Background: an optimization exercise with open tools, aiming at small area and a short achievable clock period. Do not read the settings as production practice.
At most, simulation tests tie the RTL to the original design; equivalence was not proved.
Power and IR drop assume default switching activity.

## indigo
## mac_demo
module mac_demo(input clk, input reset, input ena,
                input signed [15:0] k, input signed [15:0] x,
                output signed [31:0] acc_out);
  reg [31:0] rs, rc;
  reg rz;
  wire [31:0] acc;
  wire [31:0] ag, ap;
  ha u_cp0 (.a(rs[0]), .b(rc[0]), .s(ap[0]), .co(ag[0]));
  ha u_cp1 (.a(rs[1]), .b(rc[1]), .s(ap[1]), .co(ag[1]));
  ha u_cp2 (.a(rs[2]), .b(rc[2]), .s(ap[2]), .co(ag[2]));
  ha u_cp3 (.a(rs[3]), .b(rc[3]), .s(ap[3]), .co(ag[3]));
  ha u_cp4 (.a(rs[4]), .b(rc[4]), .s(ap[4]), .co(ag[4]));
  ha u_cp5 (.a(rs[5]), .b(rc[5]), .s(ap[5]), .co(ag[5]));
  ha u_cp6 (.a(rs[6]), .b(rc[6]), .s(ap[6]), .co(ag[6]));
  ha u_cp7 (.a(rs[7]), .b(rc[7]), .s(ap[7]), .co(ag[7]));
  ha u_cp8 (.a(rs[8]), .b(rc[8]), .s(ap[8]), .co(ag[8]));
  ha u_cp9 (.a(rs[9]), .b(rc[9]), .s(ap[9]), .co(ag[9]));
  ha u_cp10 (.a(rs[10]), .b(rc[10]), .s(ap[10]), .co(ag[10]));
  ha u_cp11 (.a(rs[11]), .b(rc[11]), .s(ap[11]), .co(ag[11]));
  ha u_cp12 (.a(rs[12]), .b(rc[12]), .s(ap[12]), .co(ag[12]));
  ha u_cp13 (.a(rs[13]), .b(rc[13]), .s(ap[13]), .co(ag[13]));
  ha u_cp14 (.a(rs[14]), .b(rc[14]), .s(ap[14]), .co(ag[14]));
  ha u_cp15 (.a(rs[15]), .b(rc[15]), .s(ap[15]), .co(ag[15]));
  ha u_cp16 (.a(rs[16]), .b(rc[16]), .s(ap[16]), .co(ag[16]));
  ha u_cp17 (.a(rs[17]), .b(rc[17]), .s(ap[17]), .co(ag[17]));
  ha u_cp18 (.a(rs[18]), .b(rc[18]), .s(ap[18]), .co(ag[18]));
  ha u_cp19 (.a(rs[19]), .b(rc[19]), .s(ap[19]), .co(ag[19]));
  ha u_cp20 (.a(rs[20]), .b(rc[20]), .s(ap[20]), .co(ag[20]));
  ha u_cp21 (.a(rs[21]), .b(rc[21]), .s(ap[21]), .co(ag[21]));
  ha u_cp22 (.a(rs[22]), .b(rc[22]), .s(ap[22]), .co(ag[22]));
  ...
Size: about 870 cells after synthesis, roughly 67 I/O pins.
==> flow/config.mk <==
export PLATFORM = sky130hd
export DESIGN_NAME = mac_demo
export DESIGN_NICKNAME = mac_demo
export VERILOG_FILES = /design/flow/design.v
export SDC_FILE = /design/flow/constraint.sdc
export NUM_CORES = 4
export LEC_CHECK = 0
export ABC_AREA = 1
export CAP_MARGIN = 20
export CORE_MARGIN = 2
export CORE_UTILIZATION = 40
export CTS_BUF_LIST = sky130_fd_sc_hd__clkbuf_4 sky130_fd_sc_hd__clkbuf_8
export SETUP_SLACK_MARGIN = 2.55
export SLEW_MARGIN = 20
export SYNTH_HIERARCHICAL = 1
export SYNTH_MINIMUM_KEEP_SIZE = 0
==> flow/constraint.sdc <==
create_clock -name core_clock -period 7.0 [get_ports {clk}]
set_input_delay 1.4000 -clock core_clock [delete_from_list [all_inputs] [get_ports {clk}]]
set_output_delay 1.4000 -clock core_clock [all_outputs]
set_load 0.01 [all_outputs]
standard.sh (not shown) runs the stock make flow with config.mk's settings and CLKGATE_MAP_FILE= SYNTH_SCRIPT=/design/flow/synth_recipe.tcl, a recipe that flattens the netlist after the stock synthesis.
==> flow/flow/run.sh <==
#!/bin/bash
# The standard layout (the standard.sh, unchanged synthesis), except that
# the port buffers are plain buffers and the clock-delay buffer cells are not
# used anywhere. The make output goes to standard.log; ORFS keeps each step's
# log under orfs/logs/.
set -uo pipefail
export BUFFER_PORTS_ARGS="-buffer_cell sky130_fd_sc_hd__buf_2"
export DONT_USE_CELLS="sky130_fd_sc_hd__clkdlybuf4s15_1 sky130_fd_sc_hd__clkdlybuf4s15_2 sky130_fd_sc_hd__clkdlybuf4s18_1 sky130_fd_sc_hd__clkdlybuf4s18_2 sky130_fd_sc_hd__clkdlybuf4s25_1 sky130_fd_sc_hd__clkdlybuf4s25_2 sky130_fd_sc_hd__clkdlybuf4s50_1 sky130_fd_sc_hd__clkdlybuf4s50_2"
bash standard.sh > standard.log 2>&1
What sierra does differently from indigo at the input level:
- CORE_UTILIZATION: 40 -> 55
- SETUP_SLACK_MARGIN: 2.55 -> 2.6
## What came out
sierra went all the way through the flow, and no timing, DRC or antenna check failed. Status: combined area of all synthesized cells parity (indigo, sierra). Going from indigo to sierra, final weighted congestion in routability-driven placement grew by a little under 10%. Relative to indigo, sierra degrades routed wire length.

---

mac_demo, a different RTL version from the one above (not shown whole).
Size in the first run: roughly 860 cells after synthesis, roughly 67 I/O pins, about 8400 um^2 of cells after synthesis.
clock: 7.0 ns
lec_check: 0
abc_area: 1
cap_margin: 20
core_margin: 2
core_utilization: 40
cts_buf_list: sky130_fd_sc_hd__clkbuf_4 sky130_fd_sc_hd__clkbuf_8
setup_slack_margin: 2.7
slew_margin: 20
synth_hierarchical: 1
synth_minimum_keep_size: 0
==> flow/flow/run.sh <==
#!/bin/bash
# The standard layout (the standard.sh, unchanged synthesis), except that
# the port buffers are plain buffers and the clock-delay buffer cells are not
# used anywhere. The make output goes to standard.log; ORFS keeps each step's
# log under orfs/logs/.
set -uo pipefail
export BUFFER_PORTS_ARGS="-buffer_cell sky130_fd_sc_hd__buf_1"
export DONT_USE_CELLS="sky130_fd_sc_hd__clkdlybuf4s15_1 sky130_fd_sc_hd__clkdlybuf4s15_2 sky130_fd_sc_hd__clkdlybuf4s18_1 sky130_fd_sc_hd__clkdlybuf4s18_2 sky130_fd_sc_hd__clkdlybuf4s25_1 sky130_fd_sc_hd__clkdlybuf4s25_2 sky130_fd_sc_hd__clkdlybuf4s50_1 sky130_fd_sc_hd__clkdlybuf4s50_2"
bash standard.sh > standard.log 2>&1
Then changed:
--- a/flow/flow/run.sh
+++ b/flow/flow/run.sh
@@ -7 +7 @@
-export BUFFER_PORTS_ARGS="-buffer_cell sky130_fd_sc_hd__buf_1"
+export BUFFER_PORTS_ARGS="-buffer_cell sky130_fd_sc_hd__buf_2"
What happened:
- maximum frequency stays flat
- cell count falls by 1.2%
- wire length came out lower by 1.0%
- final area came out lower by 1.5%
- critical path depth rose by 5
- sequential cell count stays the same
- clock power fell by 19%
Then changed:
Settings changed: SETUP_SLACK_MARGIN 2.7 to 2.5.
The changed run completed without violations.
Power came out lower by a few percent.
Final area came out lower by a few percent.
Via count came out lower slightly.
Clock skew stays flat.
Sequential share of layout area came out higher by 0.31 points.
Then changed:
Settings changed: CTS_BUF_LIST sky130_fd_sc_hd__clkbuf_4 sky130_fd_sc_hd__clkbuf_8 to default.
Effect: Combinational power hardly moves; via count falls by 0.52%; synthesized cell count does not change; die area is unchanged.
Then changed:
Settings changed: SETUP_SLACK_MARGIN 2.5 to 2.7.
Result:
- routed wire length climbs by 3.0%
- sequential share of layout area drops by 0.29 points
- sequential cell count does not change
- die area is unchanged
- utilization climbs by 1.0 points
- register-to-register slack is better by 0.10 ns
- cell area climbs by 2.2%
- clock skew stays flat
- setup slack is better by 0.13 ns
- global-route usage climbs by 0.33 points
Function was not checked in any run of this note: the RTL went through the layout flow alone.

[afterwards: timing with drivers on the ports]
Ports are ideal in the flow. The routed layouts listed here were re-timed in OpenROAD.
Step 1 sets driving cells, clkbuf_16 on the clock port and buf_2 on the other inputs (assumed; they add their load-dependent delay and slew).
Step 2, shift: input delay + t, output delay - t, t = (earliest + latest rising clock arrival at the registers) / 2. This alone moves slack from input paths to output paths.
Slacks: no drivers / after step 1 / after step 2; pairs: no drivers / after step 1.
run | t, ns | slack for setup (ns) | slew at the worst register clock pin (ns) | cell pins on the clock port's net
indigo | 0.408 | 2.653 / 2.653 / 2.245 | 0.08 / 0.08 | 1
sierra | 0.409 | 2.689 / 2.708 / 2.299 | 0.08 / 0.08 | 1
the first run of note 2 | 0.415 | 2.784 / 2.798 / 2.383 | 0.08 / 0.08 | 1
the second run of note 2 | 0.402 | 2.787 / 2.806 / 2.404 | 0.08 / 0.08 | 1
the third run of note 2 | 0.405 | 2.641 / 2.647 / 2.252 | 0.08 / 0.08 | 1
the fourth run of note 2 | 0.383 | 2.668 / 2.687 / 2.304 | 0.06 / 0.06 | 1
the fifth run of note 2 | 0.384 | 2.798 / 2.789 / 2.419 | 0.06 / 0.06 | 1
After both steps every run listed still meets setup and hold. The setup slack of indigo, which loses most, moves by 0.000 ns with the drivers and by -0.408 ns with both steps.
